This design comes from an exercise in tuning for a short achievable clock period and few clock cycles on the open sky130 flow, not from production work.
At most, simulation tests tie the RTL to the original design; equivalence was not proved.
The flow treats the clock pin as an ideal source, which a real chip does not have.
Power is estimated from default activity; no workload was simulated.

Design ARMLEG, start of the top module:
module ARMLEG (
	input CLOCK,
	input RESET,
	output [63:0] imem_addr,
	input [31:0] imem_data,
	output [63:0] dmem_addr,
	output [63:0] dmem_wdata,
	output dmem_we,
	output dmem_re,
	input [63:0] dmem_rdata
);
	integer i;
	reg [9:0] pc;
	reg d_valid;
	reg d_isLD, d_isST, d_add, d_sub, d_and, d_orr, d_cbz, d_wr;
	reg d_cbzW, d_cbzL;             
	reg [4:0] d_rd;
	reg [63:0] d_vn, d_vb;          
	reg d_xa, d_wa, d_w2a, d_ra;    
	reg d_xb, d_wb, d_w2b, d_rb;    
	reg d_xa_add, d_xa_and, d_xa_orr, d_xa_ld;    
	reg d_xb_and, d_xb_orr, d_xb_ld, d_xb_addp, d_xb_addn;
	reg [8:0] d_imm;
	reg [9:0] d_tgt;
	reg d_zok;
	reg x_isLD, x_isST, x_add, x_and, x_orr, x_sub, x_wr;
	reg x_cbzL;
	reg [9:0] x_tgt;
	reg [4:0] x_rd;
	reg [63:0] x_a, x_bi, x_addr;     
	wire [63:0] x_wd;                 
	wire x_we, x_re;                  
	wire [9:0] pc_out;                
	reg w_wr, w2_wr;
	reg [4:0] w_rd, w2_rd;
	reg [63:0] w_res, w2_res;
	reg w_z;
	wire [63:0] w_data;    
	reg [30:0] w_we;       
	reg [63:0] rf [0:30];
	reg [30:0] zf;
	wire [63:0] x_sum, x_sumn;
	Adder alu_add (.a(x_a), .b(x_bi), .cin(x_sub), .sum(x_sum), .sumn(x_sumn));
	wire [63:0] x_andv = x_a & x_bi;
	wire [63:0] x_orv = x_a | x_bi;
	wire [63:0] x_out, x_out2;
	ForwardingUnitALUMuxB mux_x (.e0s(x_isLD), .e0(dmem_rdata), .e1s(x_and), .e1(x_andv), .e2s(x_orr), .e2(x_orv),
  ...
Settings: LEC_CHECK=0, CAP_MARGIN=20, CORE_MARGIN=2, CORE_UTILIZATION=35, GPL_TIMING_DRIVEN=1, SETUP_SLACK_MARGIN=5, SLEW_MARGIN=20, SYNTH_HIERARCHICAL=1; clock period 8.0 ns.
standard.sh (not shown) runs the stock make flow with config.mk's settings and CLKGATE_MAP_FILE= SYNTH_SCRIPT=/design/flow/synth_recipe.tcl, a recipe that flattens the netlist after the stock synthesis.
==> flow/flow/run.sh <==
#!/bin/bash
# Layout flow: the standard synthesis, unchanged, then the standard ORFS
# steps with these settings changed:
#  - ports are buffered with a plain buffer (by default the port buffering
#    picks a delay cell, which the footprint-bound sizing then mostly keeps);
#  - the resizer may swap a cell for one of the same function with another
#    footprint;
#  - CTS ends with a second timing repair pass (flow/extra_repair.tcl).
# Each step's output is kept in a log of its own here.
set -euo pipefail
bash standard.sh synth > synth.log 2>&1
bash standard.sh "BUFFER_PORTS_ARGS=-buffer_cell sky130_fd_sc_hd__buf_6" MATCH_CELL_FOOTPRINT=0 \
	"POST_CTS_TCL=$PWD/flow/extra_repair.tcl" finish > layout.log 2>&1
==> flow/flow/extra_repair.tcl <==
# A second timing repair pass at the end of CTS (the first one, ORFS's own,
# often stops with paths it could still improve), then legalize again.
estimate_parasitics -placement
repair_timing_helper
set result [catch { detailed_placement } msg]
if { $result != 0 } {
  error "Detailed placement failed after the extra repair: $msg"
}
check_placement -verbose
estimate_parasitics -placement
report_worst_slack -max
Testbench counts at the start, summed over its fixed seeds: cycles 113,600.
==> next run, changes <==
--- a/flow/design.v
+++ b/flow/design.v
@@ -554,83 +554,100 @@
 	endgenerate
 	wire [63:0] f_vn, f_vb;
 	RegisterModule rd_n (.regs(rf_flat), .sel(f_rn), .q(f_vn));
 	RegisterModule rd_b (.regs(rf_flat), .sel(f_rb), .q(f_vb));
 	wire dwr = d_valid & d_wr;
 	wire f_xa = dwr & (d_rd == f_rn);
 	wire f_wa = x_wr & (x_rd == f_rn);
 	wire f_w2a = w_wr & (w_rd == f_rn);
 	wire f_xb = dwr & (d_rd == f_rb);
 	wire f_wb = x_wr & (x_rd == f_rb);
 	wire f_w2b = w_wr & (w_rd == f_rb);
-	reg [7:0] btb_v;
-	reg [9:0] btb_key [0:7];
-	reg [9:0] btb_tg [0:7];
-	reg [2:0] btb_next;
+	reg [11:0] btb_v;
+	reg [9:0] btb_key [0:11];
+	reg [9:0] btb_tg [0:11];
+	reg [11:0] btb_c;                   
+	reg [4:0] btb_rt [0:11];            
+	reg [3:0] btb_next;
 	wire [9:0] pc_prev = pc - 10'd1;    
-	reg ins_v;
+	reg ins_v, ins_c;
 	reg [9:0] ins_key, ins_tgt;
-	reg btb_hit, btb_known;
+	reg [4:0] ins_rt;
+	reg btb_hit, btb_known, btb_cc;
 	reg [9:0] btb_t;
+	reg [4:0] btb_r;
 	integer bi;
 	always @(*) begin
 		btb_hit = 1'b0;
 		btb_known = 1'b0;
+		btb_cc = 1'b0;
 		btb_t = 10'b0;
-		for (bi = 0; bi < 8; bi = bi + 1) begin
+		btb_r = 5'b0;
+		for (bi = 0; bi < 12; bi = bi + 1) begin
 			if (btb_v[bi] && btb_key[bi] == pc) begin
 				btb_hit = 1'b1;
+				btb_cc = btb_cc | btb_c[bi];
 				btb_t = btb_t | btb_tg[bi];
+				btb_r = btb_r | btb_rt[bi];
 			end
 			if (btb_v[bi] && btb_key[bi] == ins_key)
 				btb_known = 1'b1;
 		end
 	end
+	wire btb_z = (w_wr && w_rd == btb_r) ? w_z : zf[btb_r];
+	wire btb_busy = (dwr && d_rd == btb_r) || (x_wr && x_rd == btb_r) ||
+	                ((f_isR | f_isLD) && !f_rt31 && f_rt == btb_r);
+	wire fold = btb_hit & ~(btb_cc & btb_busy);
+	wire [9:0] fold_tgt = (btb_cc & ~btb_z) ? (pc + 10'd2) : btb_t;
 	wire [9:0] f_tgtB;
 	wire c_t0, c_ta, c_tb, stall, f_cbzD, f_cbzW, f_cbzL;
 	wire [9:0] q_t, q_nt, f_tgtC, pc_next;
 	wire dv_next;
 	ControlUnit fctl (.inst(inst), .pc(pc), .dwr(dwr), .d_rd(d_rd), .d_zok(d_zok),
 		.x_wr(x_wr), .x_rd(x_rd), .w_wr(w_wr), .w_rd(w_rd), .w_z(w_z), .zf(zf),
 		.t0(c_t0), .ta(c_ta), .tb(c_tb), .stall(stall), .cbz_d(f_cbzD),
 		.cbz_w(f_cbzW), .cbz_l(f_cbzL), .d_isLD(d_isLD), .x_isLD(x_isLD),
 		.q_t(q_t), .q_nt(q_nt), .tgt_cbz(f_tgtC),
-		.btb_hit(btb_hit), .btb_tgt(btb_t), .tgt_b(f_tgtB));
+		.btb_hit(fold), .btb_tgt(fold_tgt), .tgt_b(f_tgtB));
 	wire f_isNOP = ~f_isB & ~f_isCBZ & ~f_isR & ~f_isLD & ~f_isST;
-	wire f_fold = f_isB | (f_isCBZ & f_rt31) | f_isNOP;
+	wire f_fold = f_isB | f_isCBZ | f_isNOP;
 	wire [9:0] f_fold_tgt = f_isB ? f_tgtB : f_isCBZ ? f_tgtC : (pc + 10'd1);
 	wire redx = x_cbzL & w_z;
 	ProgramCounterMUX pc_mux (.q_t(q_t & {10{~RESET}}), .q_nt(q_nt & {10{~RESET}}), .d_tgt(d_tgt & {10{~RESET}}), .t0(c_t0), .ta(c_ta), .tb(c_tb),
 		.x_tgt(x_tgt & {10{~RESET}}),
 		.r1(d_valid & d_cbz), .r2(d_valid & d_cbzW & w_z), .rx(redx), .stall(stall), .d_zv(d_zv), .x_zalu(x_zalu),
 		.pc_next(pc_next), .d_valid_next(dv_next));
 	wire x_ld_next = ~RESET & d_valid & ~redx & d_isLD;
 	wire x_st_next = ~RESET & d_valid & ~redx & d_isST;
 	wire [9:0] pc_d = pc_next;    
 	EXMEM re_copy (.CLOCK(CLOCK), .d(x_ld_next), .q(x_re));
 	EXMEM we_copy (.CLOCK(CLOCK), .d(x_st_next), .q(x_we));
 	IFID pc_copy (.CLOCK(CLOCK), .d(pc_d), .q(pc_out));
 	always @(posedge CLOCK) begin
 		pc <= pc_d;
 		if (RESET) begin
-			btb_v <= 8'b0;
-			btb_next <= 3'd0;
+			btb_v <= 12'b0;
+			btb_next <= 4'd0;
 		end else if (ins_v && !btb_known) begin
 			btb_v[btb_next] <= 1'b1;
 			btb_key[btb_next] <= ins_key;
 			btb_tg[btb_next] <= ins_tgt;
-			btb_next <= btb_next + 3'd1;
+			btb_c[btb_next] <= ins_c;
+			btb_rt[btb_next] <= ins_rt;
+			btb_next <= (btb_next == 4'd11) ? 4'd0 : btb_next + 4'd1;
 		end
 		ins_v <= ~RESET & f_fold;
 		ins_key <= pc_prev;
 		ins_tgt <= f_fold_tgt;
+		ins_c <= f_isCBZ & ~f_rt31;
+		ins_rt <= f_rt;
 		d_valid <= ~RESET & dv_next;
 		d_isLD <= f_isLD;
 		d_isST <= f_isST;
 		d_add <= f_isADD | f_isSUB;
 		d_sub <= f_isSUB;
 		d_and <= f_isAND;
 		d_orr <= f_isORR;
 		d_cbz <= f_cbzD;
 		d_cbzW <= f_cbzW;
 		d_cbzL <= f_cbzL;
 		d_wr <= (f_isR | f_isLD) & ~f_rt31;
Effect: The new run completed without violations. Non-clock buffer count went up by 173. Final cell count went up by 4.4%. Clock-buffer cell count went up by 18. First-iteration DRC count went up by 15%. Cell area went up by 6.2%. Register-to-register slack degrades by 1.3 ns. Area after synthesis went up by 4.6%. Worst setup slack degrades by 1.2 ns. Power went up by 6.0%. Global-route usage went down by 0.64 points. Via count went up by 6.0%. Wire length went up by 2.9%. Flip-flop and latch count went up by 158.
Function not checked in the second run of this note: the RTL went through the layout flow alone.

* * *

delta:
Another version of the RTL of ARMLEG (not shown whole).
Size: ~17000 cells after synthesis, roughly 290 I/O pins, ~180000 um2 of cells after synthesis.
Settings: LEC_CHECK=0, CAP_MARGIN=20, CORE_MARGIN=2, CORE_UTILIZATION=35, GPL_TIMING_DRIVEN=1, SETUP_SLACK_MARGIN=5, SLEW_MARGIN=20, SYNTH_HIERARCHICAL=1; clock period 8.0 ns.
Scripts as last shown in full above: flow/flow/run.sh, flow/flow/extra_repair.tcl
The flow did not stop early for delta: all stages ran, and the layout cleared the timing, design-rule and antenna checks.
Input changes introduced in fjord (baseline for comparison: delta):
--- a/flow/design.v
+++ b/flow/design.v
@@ -174,40 +174,45 @@
 	assign q_nt = stall ? pc : btb_hit ? btb_tgt : seq;
 	assign tgt_b = tgtB;
 endmodule
 module ControlUnitMUX (
 	input [9:0] pc,
 	input [11:0] v,
 	input [12*10-1:0] key,
 	input [12*10-1:0] tg,
 	input [12*10-1:0] ft,
 	input [11:0] c,
+	input [12*5-1:0] rt,
 	input [11:0] pw,
 	input [11:0] busy,
 	input [11:0] zr,
+	input w_wr, input [4:0] w_rd, input w_z,
 	input [9:0] ins_key,
 	output reg fold,
 	output reg [9:0] fold_tgt,
 	output reg known           
 );
-	reg hit;
+	reg hit, z;
+	reg [4:0] r;
 	integer i;
 	always @(*) begin
 		fold = 1'b0;
 		known = 1'b0;
 		fold_tgt = 10'b0;
 		for (i = 0; i < 12; i = i + 1) begin
+			r = rt[i*5 +: 5];
 			hit = v[i] && key[i*10 +: 10] == pc;
+			z = (w_wr && w_rd == r) ? w_z : zr[i];
 			if (hit && !(c[i] && (pw[i] || busy[i])))
 				fold = 1'b1;
 			if (hit)
-				fold_tgt = fold_tgt | ((c[i] && !zr[i]) ? ft[i*10 +: 10] : tg[i*10 +: 10]);
+				fold_tgt = fold_tgt | ((c[i] && !z) ? ft[i*10 +: 10] : tg[i*10 +: 10]);
 			if (v[i] && key[i*10 +: 10] == ins_key)
 				known = 1'b1;
 		end
 	end
 endmodule
 module DataMemoryMUX (
 	input [63:0] a,
 	input [63:0] b,
 	input add,            
 	input sub,
@@ -605,40 +610,42 @@
 	reg [11:0] btb_zr;                  
 	reg [11:0] btb_busy;                
 	reg [3:0] btb_next;
 	wire [9:0] pc_prev = pc - 10'd1;    
 	reg ins_v, ins_c, ins_pw;
 	reg [9:0] ins_key, ins_tgt;
 	reg [4:0] ins_rt;
 	wire fold, btb_known;
 	wire [9:0] fold_tgt;
 	wire [12*10-1:0] btb_key_f, btb_tg_f, btb_ft_f;
+	wire [12*5-1:0] btb_rt_f;
 	genvar gb;
 	generate
 		for (gb = 0; gb < 12; gb = gb + 1) begin : bf
 			assign btb_key_f[gb*10 +: 10] = btb_key[gb];
 			assign btb_tg_f[gb*10 +: 10] = btb_tg[gb];
 			assign btb_ft_f[gb*10 +: 10] = btb_ft[gb];
+			assign btb_rt_f[gb*5 +: 5] = btb_rt[gb];
 		end
 	endgenerate
 	ControlUnitMUX fold_lookup (.pc(pc), .v(btb_v), .key(btb_key_f), .tg(btb_tg_f), .ft(btb_ft_f),
-		.c(btb_c), .pw(btb_pw), .busy(btb_busy), .zr(btb_zr),
+		.c(btb_c), .rt(btb_rt_f), .pw(btb_pw), .busy(btb_busy), .zr(btb_zr), .w_wr(w_wr), .w_rd(w_rd), .w_z(w_z),
 		.ins_key(ins_key),
 		.fold(fold), .fold_tgt(fold_tgt), .known(btb_known));
 	wire f_wr = (f_isR | f_isLD) & ~f_rt31;    
+	reg [4:0] zr_rt;
 	integer bj;
 	always @(posedge CLOCK) begin
 		for (bj = 0; bj < 12; bj = bj + 1) begin
-			btb_zr[bj] <= zf[btb_rt[bj]];
-			btb_busy[bj] <= (f_wr && f_rt == btb_rt[bj]) || (dwr && d_rd == btb_rt[bj]) ||
-			                (x_wr && x_rd == btb_rt[bj]) || (w_wr && w_rd == btb_rt[bj]) ||
-			                (ins_v && btb_next == bj);
+			zr_rt = (ins_v && !btb_known && btb_next == bj) ? ins_rt : btb_rt[bj];
+			btb_zr[bj] <= (w_wr && w_rd == zr_rt) ? w_z : zf[zr_rt];
+			btb_busy[bj] <= (f_wr && f_rt == zr_rt) || (dwr && d_rd == zr_rt);
 		end
 	end
 	wire [9:0] f_tgtB;
 	wire c_t0, c_ta, c_tb, stall, f_cbzD, f_cbzW, f_cbzL;
 	wire [9:0] q_t, q_nt, f_tgtC, pc_next;
 	wire dv_next;
 	ControlUnit fctl (.inst(inst), .pc(pc), .dwr(dwr), .d_rd(d_rd), .d_zok(d_zok),
 		.x_wr(x_wr), .x_rd(x_rd), .w_wr(w_wr), .w_rd(w_rd), .w_z(w_z), .zf(zf),
 		.t0(c_t0), .ta(c_ta), .tb(c_tb), .stall(stall), .cbz_d(f_cbzD),
 		.cbz_w(f_cbzW), .cbz_l(f_cbzL), .d_isLD(d_isLD), .x_isLD(x_isLD),
fjord vs. delta: average cell area after synthesis lost 2.1%, final wirelength picked up an extra 6.2%, slew at the pin with the worst max-slew slack picked up an extra 130 ps, count of input and output buffers neither gained nor lost much, hold slack picked up an extra 9.0 ps.
Summary of fjord over delta: proportion of cell area occupied by registers went down by 1.5 points, largest fanout on the critical path went up by 6, fraction of the cycle the final worst path needs went up by 6.4 points.
Looking at startpoint of the worst setup timing path, the x_addr[61] result is from delta; the ins_key[1] one comes from fjord.
Across both runs, final design utilization was higher for fjord than for delta.
Any difference in starting utilization of the core area between delta and fjord is small enough to ignore.
fjord vs delta, termination of the worst setup path: btb_zr[11] vs dmem_addr[61]
fjord: post-layout net count is about 5% higher than what delta reported.
In the metrics for delta and fjord, the one carrying the lower total power is delta.
Looking only at final area, and setting everything else aside, the lower value of delta and fjord goes to delta.
Synthesized instance count: fjord > delta
No run of this note included a check of the RTL's function; only the layout flow was run.

-- what the ideal ports hide --
Ports are ideal in the flow. The routed layouts listed here were re-timed in OpenROAD. Step 1 sets driving cells, clkbuf_16 on the clock port and buf_2 on the other inputs (assumed; they add their load-dependent delay and slew). Step 2 times the ports against the registers' clock, not the clock port: input delays grow and output delays shrink by t, the midpoint of the rising clock arrivals with the driver on. Three values: ideal, step 1, step 2; two values: the first two.
| run | t, ns | slack for setup (ns) | worst hold slack (ns) | slew at the worst register clock pin (ns) | cell pins on the clock port's net |
|---|---|---|---|---|---|
| the first run of note 1 | 1.099 | 4.753 / 4.633 / 3.835 | 0.343 / 0.343 / 0.343 | 0.07 / 0.07 | 1 |
| the second run of note 1 | 1.138 | 3.567 / 3.567 / 3.149 | 0.345 / 0.345 / 0.345 | 0.09 / 0.09 | 1 |
| delta | 1.120 | 4.634 / 4.508 / 3.791 | 0.321 / 0.321 / 0.321 | 0.08 / 0.08 | 1 |
| fjord | 1.150 | 4.121 / 4.121 / 3.451 | 0.330 / 0.330 / 0.330 | 0.07 / 0.07 | 1 |
After both steps setup and hold are still met in every run listed. The setup slack of the first run of note 1, which loses most, moves by -0.120 ns with the drivers and by -0.918 ns with both steps.
